From an optimization exercise on the open Yosys and OpenROAD flow, aimed at small area, a short achievable clock period and few clock cycles per item; shortcuts taken in it are not production practice.

## cordic
module cordic(
    input wire [31:0]   angle,
    input wire [1:0]    opt,
    input wire          enable,
    input wire          reset,
    input wire          clk,
    output wire signed [31:0] sin_out,
    output wire signed [31:0] cos_out,
    output wire               done
);
    localparam [17:0] K  = 18'd39797;
    localparam [17:0] NK = -18'd39797;
    function [15:0] atan_table;
        input [3:0] n;
        case (n)
            4'd2:  atan_table = 16'd16055;
            4'd3:  atan_table = 16'd8145;
            4'd4:  atan_table = 16'd4090;
            4'd5:  atan_table = 16'd2045;
            4'd6:  atan_table = 16'd1023;
            4'd7:  atan_table = 16'd512;
            4'd8:  atan_table = 16'd256;
            4'd9:  atan_table = 16'd128;
            4'd10: atan_table = 16'd64;
            4'd11: atan_table = 16'd32;
            4'd12: atan_table = 16'd16;
            4'd13: atan_table = 16'd8;
            4'd14: atan_table = 16'd4;
            default: atan_table = 16'd2;
        endcase
    endfunction
    reg signed [17:0] x, y;
    reg [15:0] z;
    reg [4:0]  m;                
    reg [3:0]  sa, sb;           
    reg        dx, dyn, dz;      
    reg        sat_r, neg_r;     
    reg        sin_en, cos_en;   
    wire done_r = m[4];
    wire run    = enable & ~done_r;
    wire first  = (m[3:0] == 4'd15);
    wire st1    = (m[3:0] == 4'd14);
    wire last   = (m[3:0] == 4'd0);
    wire [17:0] ys = y >>> sa;
    wire [17:0] xs = x >>> ~sb;
    wire [17:0] x_nx, y_nx;
    wire [15:0] z_nx;
  ...
Size in the first run: ~71 flip-flops.
export LEC_CHECK = 0
export ABC_AREA = 1
export CAP_MARGIN = 20
export CORE_MARGIN = 2
export CORE_UTILIZATION = 40
export CTS_BUF_LIST = sky130_fd_sc_hd__clkbuf_8
export CTS_CLUSTER_SIZE = 24
export SETUP_SLACK_MARGIN = 3.5
export SLEW_MARGIN = 20
create_clock -name core_clock -period 7.0 [get_ports {clk}]
standard.sh (not shown) runs the stock make flow with config.mk's settings and CLKGATE_MAP_FILE= SYNTH_SCRIPT=/design/flow/synth_recipe.tcl, a recipe that flattens the netlist after the stock synthesis.
==> flow/flow/run.sh <==
#!/bin/bash
# The standard layout (standard.sh) with extra ORFS settings: port buffers
# made from sky130_fd_sc_hd__buf_1. ORFS writes each step's log under orfs/logs;
# make's own output goes to make.log.
set -euo pipefail
bash standard.sh 'BUFFER_PORTS_ARGS=-buffer_cell sky130_fd_sc_hd__buf_1' finish > make.log 2>&1
Then changed:
--- a/flow/design.v
+++ b/flow/design.v
@@ -34,26 +34,28 @@
     reg [4:0]  m;                
     reg [3:0]  sa, sb;           
     reg        dx, dyn, dz;      
     reg        sat_r, neg_r;     
     reg        sin_en, cos_en;   
     wire done_r = m[4];
     wire run    = enable & ~done_r;
     wire first  = (m[3:0] == 4'd15);
     wire st1    = (m[3:0] == 4'd14);
     wire last   = (m[3:0] == 4'd0);
-    wire [17:0] ys = y >>> sa;
-    wire [17:0] xs = x >>> ~sb;
+    wire [17:0] yi = y ^ {18{dx}};
+    wire [17:0] xi = x ^ {18{dyn}};
+    wire [17:0] ys = $signed(yi) >>> sa;
+    wire [17:0] xs = $signed(xi) >>> ~sb;
     wire [17:0] x_nx, y_nx;
     wire [15:0] z_nx;
     wire        ax_m = dx;
-    wire [17:0] ax_b = ys ^ {18{ax_m}};
+    wire [17:0] ax_b = ys;
     wire [17:0] ax_p = x ^ ax_b;
     wire [17:0] ax_g = x & ax_b;
     wire ax_c0 = ax_g[0] | (ax_p[0] & ax_m);
     wire ax_G0 = ax_g[17] | (ax_p[17] & ax_g[16]);
     wire ax_P0 = ax_p[17] & ax_p[16];
     wire ax_G1 = ax_g[16] | (ax_p[16] & ax_g[15]);
     wire ax_P1 = ax_p[16] & ax_p[15];
     wire ax_G2 = ax_g[15] | (ax_p[15] & ax_g[14]);
     wire ax_P2 = ax_p[15] & ax_p[14];
     wire ax_G3 = ax_g[14] | (ax_p[14] & ax_g[13]);
@@ -146,21 +148,21 @@
     wire ax_G51 = ax_G37 | (ax_P37 & ax_G45);
     wire ax_G52 = ax_G38 | (ax_P38 & ax_G46);
     wire ax_G53 = ax_G39 | (ax_P39 & ax_G31);
     wire ax_G54 = ax_G40 | (ax_P40 & ax_G32);
     wire ax_G55 = ax_G41 | (ax_P41 & ax_G16);
     wire ax_G56 = ax_G42 | (ax_P42 & ax_c0);
     wire ax_G57 = ax_G47 | (ax_P47 & ax_G16);
     wire ax_G58 = ax_G48 | (ax_P48 & ax_c0);
     assign x_nx = ax_p ^ {ax_G58, ax_G49, ax_G50, ax_G51, ax_G52, ax_G53, ax_G54, ax_G55, ax_G56, ax_G43, ax_G44, ax_G45, ax_G46, ax_G31, ax_G32, ax_G16, ax_c0, ax_m};
     wire        ay_m = dyn;
-    wire [17:0] ay_b = xs ^ {18{ay_m}};
+    wire [17:0] ay_b = xs;
     wire [17:0] ay_p = y ^ ay_b;
     wire [17:0] ay_g = y & ay_b;
     wire ay_c0 = ay_g[0] | (ay_p[0] & ay_m);
     wire ay_G0 = ay_g[17] | (ay_p[17] & ay_g[16]);
     wire ay_P0 = ay_p[17] & ay_p[16];
     wire ay_G1 = ay_g[16] | (ay_p[16] & ay_g[15]);
     wire ay_P1 = ay_p[16] & ay_p[15];
     wire ay_G2 = ay_g[15] | (ay_p[15] & ay_g[14]);
     wire ay_P2 = ay_p[15] & ay_p[14];
     wire ay_G3 = ay_g[14] | (ay_p[14] & ay_g[13]);
@@ -367,32 +369,30 @@
     always @(posedge clk) begin
         sat_r  <= angle_sat;
         neg_r  <= angle[31];
         sin_en <= ~opt[0];
         cos_en <= ~(opt[1] & opt[0]);
         if (run) begin
             z   <= first ? angle[15:0] : z_nx;
             dx  <= d_nx;
             dyn <= ~d_nx;
             dz  <= d_nx;
+            sa  <= first ? 4'd1 : sa + 4'd1;
+            sb  <= first ? 4'he : ~(sa + 4'd1);
         end
     end
     always @(posedge clk or posedge reset) begin
         if (reset) begin
             x  <= K;
             y  <= 18'd0;
             m  <= 5'd15;
-            sa <= 4'd0;
-            sb <= 4'hf;
         end else if (run) begin
             if (!first) x <= (last & ~cos_en) ? 18'd0 : x_nx;
             y  <= first ? (angle[31] ? NK : K) :
                   (last & ~sin_en) ? 18'd0 : y_nx;
             m  <= m - 5'd1;
-            sa <= sa + 4'd1;
-            sb <= ~(sa + 4'd1);
         end
     end
     assign done    = done_r;
     assign sin_out = {{14{y[17]}}, y};
     assign cos_out = {{14{x[17]}}, x};
 endmodule
What happened:
- via count came out higher by 4.6%
- sequential cell count is unchanged
- die area came out higher by 0.70%
- setup slack barely changes
- core utilization came out higher by 1.5 points
Function was not checked in any run of this note: the RTL went through the layout flow alone.

cordic, a different RTL version from the one above (not shown whole).
Size in the first run: ~940 cells after synthesis, ~63 flip-flops, about 7700 um^2 of cells after synthesis.
==> module cordic, before the edit <==
module cordic(
    input wire [31:0]   angle,
    input wire [1:0]    opt,
    input wire          enable,
    input wire          reset,
    input wire          clk,
    output wire signed [31:0] sin_out,
    output wire signed [31:0] cos_out,
    output wire               done
);
    localparam [17:0] K  = 18'd39797;
    localparam [17:0] NK = -18'd39797;
    function [17:0] atan_table;
        input [3:0] n;
        case (n)
            4'd0:  atan_table = 18'd51472;
            4'd1:  atan_table = 18'd30385;
            4'd2:  atan_table = 18'd16055;
            4'd3:  atan_table = 18'd8145;
            4'd4:  atan_table = 18'd4090;
            4'd5:  atan_table = 18'd2045;
            4'd6:  atan_table = 18'd1023;
            4'd7:  atan_table = 18'd512;
            4'd8:  atan_table = 18'd256;
            4'd9:  atan_table = 18'd128;
            4'd10: atan_table = 18'd64;
            4'd11: atan_table = 18'd32;
            4'd12: atan_table = 18'd16;
            4'd13: atan_table = 18'd8;
            4'd14: atan_table = 18'd4;
            default: atan_table = 18'd2;
        endcase
    endfunction
    function [17:0] addsub;
        input [17:0] a, b;
        input        m;      
        reg [18:0] s;
        begin
            s = {a, 1'b1} + {b ^ {18{m}}, m};
            addsub = s[18:1];
        end
    endfunction
    reg signed [17:0] x, y;
    reg [17:0] z;
    reg [3:0] n;
    reg       done_r;
    reg       sat_r, neg_r;      
    reg       sin_en, cos_en;    
    wire run   = enable & ~done_r;
    wire first = (n == 4'd0);
    wire run0  = run & first;
    wire runk  = run & ~first;
    wire d = sat_r ? ~neg_r : ~z[17];
    wire [17:0] ys = y >>> n;
    wire [17:0] xs = x >>> n;
    wire [17:0] x_nx = addsub(x, ys, d);
    wire [17:0] y_nx = addsub(y, xs, ~d);
    wire [17:0] z_in = first ? angle[17:0] : z;
    wire        z_d  = first ? ~angle[31] : d;
    wire [17:0] z_nx = addsub(z_in, atan_table(n), z_d);
    wire angle_sat = ~((&angle[31:17]) | ~(|angle[31:17]));
    always @(posedge clk) begin
        sat_r  <= angle_sat;
        neg_r  <= angle[31];
        sin_en <= ~opt[0];
        cos_en <= ~(opt[1] & opt[0]);
        if (run) z <= z_nx;
    end
    always @(posedge clk or posedge reset) begin
        if (reset) begin
            x <= K;
            y <= 18'd0;
            n <= 4'd0;
            done_r <= 1'b0;
        end else begin
            if (runk) x <= x_nx;
            if (run)  y <= first ? (angle[31] ? NK : K) : y_nx;
            if (run)  n <= n + 4'd1;
            if (run && n == 4'd15) done_r <= 1'b1;
        end
    end
    assign done    = done_r;
    assign sin_out = {{14{y[17]}}, y} & {32{sin_en}};
    assign cos_out = {{14{x[17]}}, x} & {32{cos_en}};
endmodule
Settings: LEC_CHECK=0, CAP_MARGIN=20, CORE_MARGIN=2, CORE_UTILIZATION=40, SETUP_SLACK_MARGIN=2, SLEW_MARGIN=20; clock period 7.0 ns.
run.sh (not shown) runs the stock make flow with config.mk's settings and CLKGATE_MAP_FILE= SYNTH_SCRIPT=/design/flow/synth_recipe.tcl, a recipe that flattens the netlist after the stock synthesis.
Stock flow here: none of the scripts above is used.
The baseline completed without violations.
Rerun with:
--- a/flow/design.v
+++ b/flow/design.v
@@ -42,22 +42,22 @@
     endfunction
     reg signed [17:0] x, y;
     reg [17:0] z;
-    reg [3:0] n;
-    reg       done_r;
+    reg [4:0] n;                 
     reg       sat_r, neg_r;      
     reg       sin_en, cos_en;    
+    wire done_r = n[4];
     wire run   = enable & ~done_r;
-    wire first = (n == 4'd0);
-    wire run0  = run & first;
+    wire first = (n[3:0] == 4'd0);
+    wire last  = (n[3:0] == 4'd15);
     wire runk  = run & ~first;
     wire d = sat_r ? ~neg_r : ~z[17];
-    wire [17:0] ys = y >>> n;
-    wire [17:0] xs = x >>> n;
+    wire [17:0] ys = y >>> n[3:0];
+    wire [17:0] xs = x >>> n[3:0];
     wire [17:0] x_nx = addsub(x, ys, d);
     wire [17:0] y_nx = addsub(y, xs, ~d);
     wire [17:0] z_in = first ? angle[17:0] : z;
     wire        z_d  = first ? ~angle[31] : d;
-    wire [17:0] z_nx = addsub(z_in, atan_table(n), z_d);
+    wire [17:0] z_nx = addsub(z_in, atan_table(n[3:0]), z_d);
     wire angle_sat = ~((&angle[31:17]) | ~(|angle[31:17]));
     always @(posedge clk) begin
         sat_r  <= angle_sat;
@@ -70,16 +70,15 @@
         if (reset) begin
             x <= K;
             y <= 18'd0;
-            n <= 4'd0;
-            done_r <= 1'b0;
+            n <= 5'd0;
         end else begin
-            if (runk) x <= x_nx;
-            if (run)  y <= first ? (angle[31] ? NK : K) : y_nx;
-            if (run)  n <= n + 4'd1;
-            if (run && n == 4'd15) done_r <= 1'b1;
+            if (runk) x <= (last & ~cos_en) ? 18'd0 : x_nx;
+            if (run)  y <= first ? (angle[31] ? NK : K) :
+                           (last & ~sin_en) ? 18'd0 : y_nx;
+            if (run)  n <= n + 5'd1;
         end
     end
     assign done    = done_r;
-    assign sin_out = {{14{y[17]}}, y} & {32{sin_en}};
-    assign cos_out = {{14{x[17]}}, x} & {32{cos_en}};
+    assign sin_out = {{14{y[17]}}, y};
+    assign cos_out = {{14{x[17]}}, x};
 endmodule
Result:
- core utilization rose by 0.26 points
- register-to-register slack improved by 60 ps
- clock-buffer cell count fell by 1
- clock skew stays flat
- wire length fell by about 4%
- non-clock buffer count rose by 13
- cell area stays flat
- global-route usage fell by 0.90 points
- maximum frequency fell by about 1.2%
- worst setup slack got worse by 58 ps
- synthesized cell count fell by about 1.4%
- worst hold slack improved by 6.6 ps
No run of this note included a check of the RTL's function; only the layout flow was run.

## oak
Another version of the RTL of cordic (not shown whole).
For scale: roughly 64 flip-flops, about 100 I/O pins, roughly 7700 sq um of cells after synthesis.
clock: 7.0 ns
lec_check: 0
abc_area: 1
cap_margin: 20
core_margin: 2
core_utilization: 40
cts_buf_list: sky130_fd_sc_hd__clkbuf_8
cts_cluster_size: 24
setup_slack_margin: 3.5
slew_margin: 20
standard.sh (not shown) runs the stock make flow with config.mk's settings and CLKGATE_MAP_FILE= SYNTH_SCRIPT=/design/flow/synth_recipe.tcl, a recipe that flattens the netlist after the stock synthesis.
Scripts as last shown in full above: flow/flow/run.sh
Input-level comparison between pine and oak:
--- a/flow/design.v
+++ b/flow/design.v
@@ -28,27 +28,26 @@
             4'd14: atan_table = 16'd4;
             default: atan_table = 16'd2;
         endcase
     endfunction
     reg signed [17:0] x, y;
     reg [15:0] z;
     reg [4:0]  n;                
-    reg        dx, dyn;          
-    reg        mz;               
+    reg        dx, dyn, dz;      
     reg        sat_r, neg_r;     
     reg        sin_en, cos_en;   
     wire done_r = n[4];
     wire run    = enable & ~done_r;
     wire first  = (n[3:0] == 4'd0);
     wire st1    = (n[3:0] == 4'd1);
     wire last   = (n[3:0] == 4'd15);
-    wire [17:0] yi = y ^ {18{dx}};
-    wire [17:0] xi = x ^ {18{dyn}};
-    wire [17:0] ys = $signed(yi) >>> n[3:0];
-    wire [17:0] xs = $signed(xi) >>> n[3:0];
+    wire signed [17:0] yi = y ^ {18{dx}};
+    wire signed [17:0] xi = x ^ {18{dyn}};
+    wire [17:0] ys = yi >>> n[3:0];
+    wire [17:0] xs = xi >>> n[3:0];
     wire [17:0] x_nx, y_nx;
     wire [15:0] z_nx;
     wire        ax_m = dx;
     wire [17:0] ax_b = ys;
     wire [17:0] ax_p = x ^ ax_b;
     wire [17:0] ax_g = x & ax_b;
     wire ax_c0 = ax_g[0] | (ax_p[0] & ax_m);
@@ -259,23 +258,23 @@
     wire ay_G55 = ay_G41 | (ay_P41 & ay_G16);
     wire ay_G56 = ay_G42 | (ay_P42 & ay_c0);
     wire ay_G57 = ay_G47 | (ay_P47 & ay_G16);
     wire ay_G58 = ay_G48 | (ay_P48 & ay_c0);
     assign y_nx = ay_p ^ {ay_G58, ay_G49, ay_G50, ay_G51, ay_G52, ay_G53, ay_G54, ay_G55, ay_G56, ay_G43, ay_G44, ay_G45, ay_G46, ay_G31, ay_G32, ay_G16, ay_c0, ay_m};
     reg [15:0] zc01;
     always @* begin
-        case ({neg_r, dx})
+        case ({neg_r, dz})
             2'b01:   zc01 = -16'd16321;    
             2'b00:   zc01 = -16'd21087;
             2'b11:   zc01 =  16'd21087;
             default: zc01 =  16'd16321;    
         endcase
     end
     wire [15:0] z_b = st1 ? zc01 : atan_table(n[3:0]);
-    wire        az_m = mz;
+    wire        az_m = dz & ~st1;
     wire [15:0] az_b = z_b ^ {16{az_m}};
     wire [15:0] az_p = z ^ az_b;
     wire [15:0] az_g = z & az_b;
     wire az_c0 = az_g[0] | (az_p[0] & az_m);
     wire az_G0 = az_g[15] | (az_p[15] & az_g[14]);
     wire az_P0 = az_p[15] & az_p[14];
     wire az_G1 = az_g[14] | (az_p[14] & az_g[13]);
@@ -371,26 +370,27 @@
         neg_r  <= angle[31];
         sin_en <= ~opt[0];
         cos_en <= ~(opt[1] & opt[0]);
         if (run) begin
             z   <= first ? angle[15:0] : z_nx;
             dx  <= d_nx;
             dyn <= ~d_nx;
-            mz  <= d_nx & ~first;
+            dz  <= d_nx;
         end
     end
-    always @(posedge clk or posedge reset) begin
-        if (reset) begin
-            x  <= K;
-            y  <= 18'd0;
-            n  <= 5'd0;
-        end else if (run) begin
-            if (!first) x <= (last & ~cos_en) ? 18'd0 : x_nx;
-            y  <= first ? (angle[31] ? NK : K) :
-                  (last & ~sin_en) ? 18'd0 : y_nx;
-            n  <= n + 5'd1;
+    always @(posedge clk) begin
+        if (run) begin
+            x <= first ? K : (last & ~cos_en) ? 18'd0 : x_nx;
+            y <= first ? (angle[31] ? NK : K) :
+                 (last & ~sin_en) ? 18'd0 : y_nx;
         end
     end
+    always @(posedge clk or posedge reset) begin
+        if (reset)
+            n <= 5'd0;
+        else if (run)
+            n <= n + 5'd1;
+    end
     assign done    = done_r;
     assign sin_out = {{14{y[17]}}, y};
     assign cos_out = {{14{x[17]}}, x};
 endmodule
Results
Per the comparison of pine with oak, count of clock buffers in the final design lost 1; number of standard cells in the layout, taps in and fillers out lost 134; sequential share of layout area picked up an extra 2.4 points.
Detailed route, pine vs oak: via total lower for pine
Delta (pine minus oak): leftover overflow at the end of global routing roughly the same; portion of the layout cell area used by non-clock buffers -0.26 points; flip-flop and latch count now sits lower.
Compared to oak, pine has global-route total usage across every layer 0.60 points lower.
Re post-place instance area: pine is about 3.5% down on oak.
Compared to oak, pine shows a narrower setup margin.
No run of this note included a check of the RTL's function; only the layout flow was run.

==> separate check: timing with driven ports <==
The flow's constraints put no driver on any port. The routed layouts listed below were extracted and timed again, unchanged, in two steps. Step 1 sets driving cells, clkbuf_16 on the clock port and buf_2 on the other inputs (assumed; they add their load-dependent delay and slew). Step 2 moves the port delays by t, midway between the first and last clock arrival at a register: inputs arrive t later, outputs are due t later. That takes back most of the time a late clock gives input paths. Slacks: ideal ports / drivers / drivers and shift; pairs: ideal ports / drivers.
run	t, ns	setup slack, ns	hold slack, ns	worst slew at a driven data input, ns
the first run of note 1	0.410	3.665 / 3.665 / 3.284	0.520 / 0.520 / 0.520	0.03
the second run of note 1	0.416	3.664 / 3.664 / 3.341	0.506 / 0.506 / 0.506	0.03
the first run of note 2	0.398	2.404 / 2.404 / 2.083	0.508 / 0.508 / 0.508	0.04
the second run of note 2	0.388	2.345 / 2.336 / 1.948	0.515 / 0.515 / 0.515	0.06
oak	0.419	3.600 / 3.600 / 3.600	0.522 / 0.522 / 0.522	0.04
pine	0.411	3.397 / 3.397 / 3.397	0.560 / 0.560 / 0.560	0.04
After both steps setup and hold are still met in every run listed. The setup slack of the second run of note 2, which loses most, moves by -0.009 ns with the drivers and by -0.397 ns with both steps.
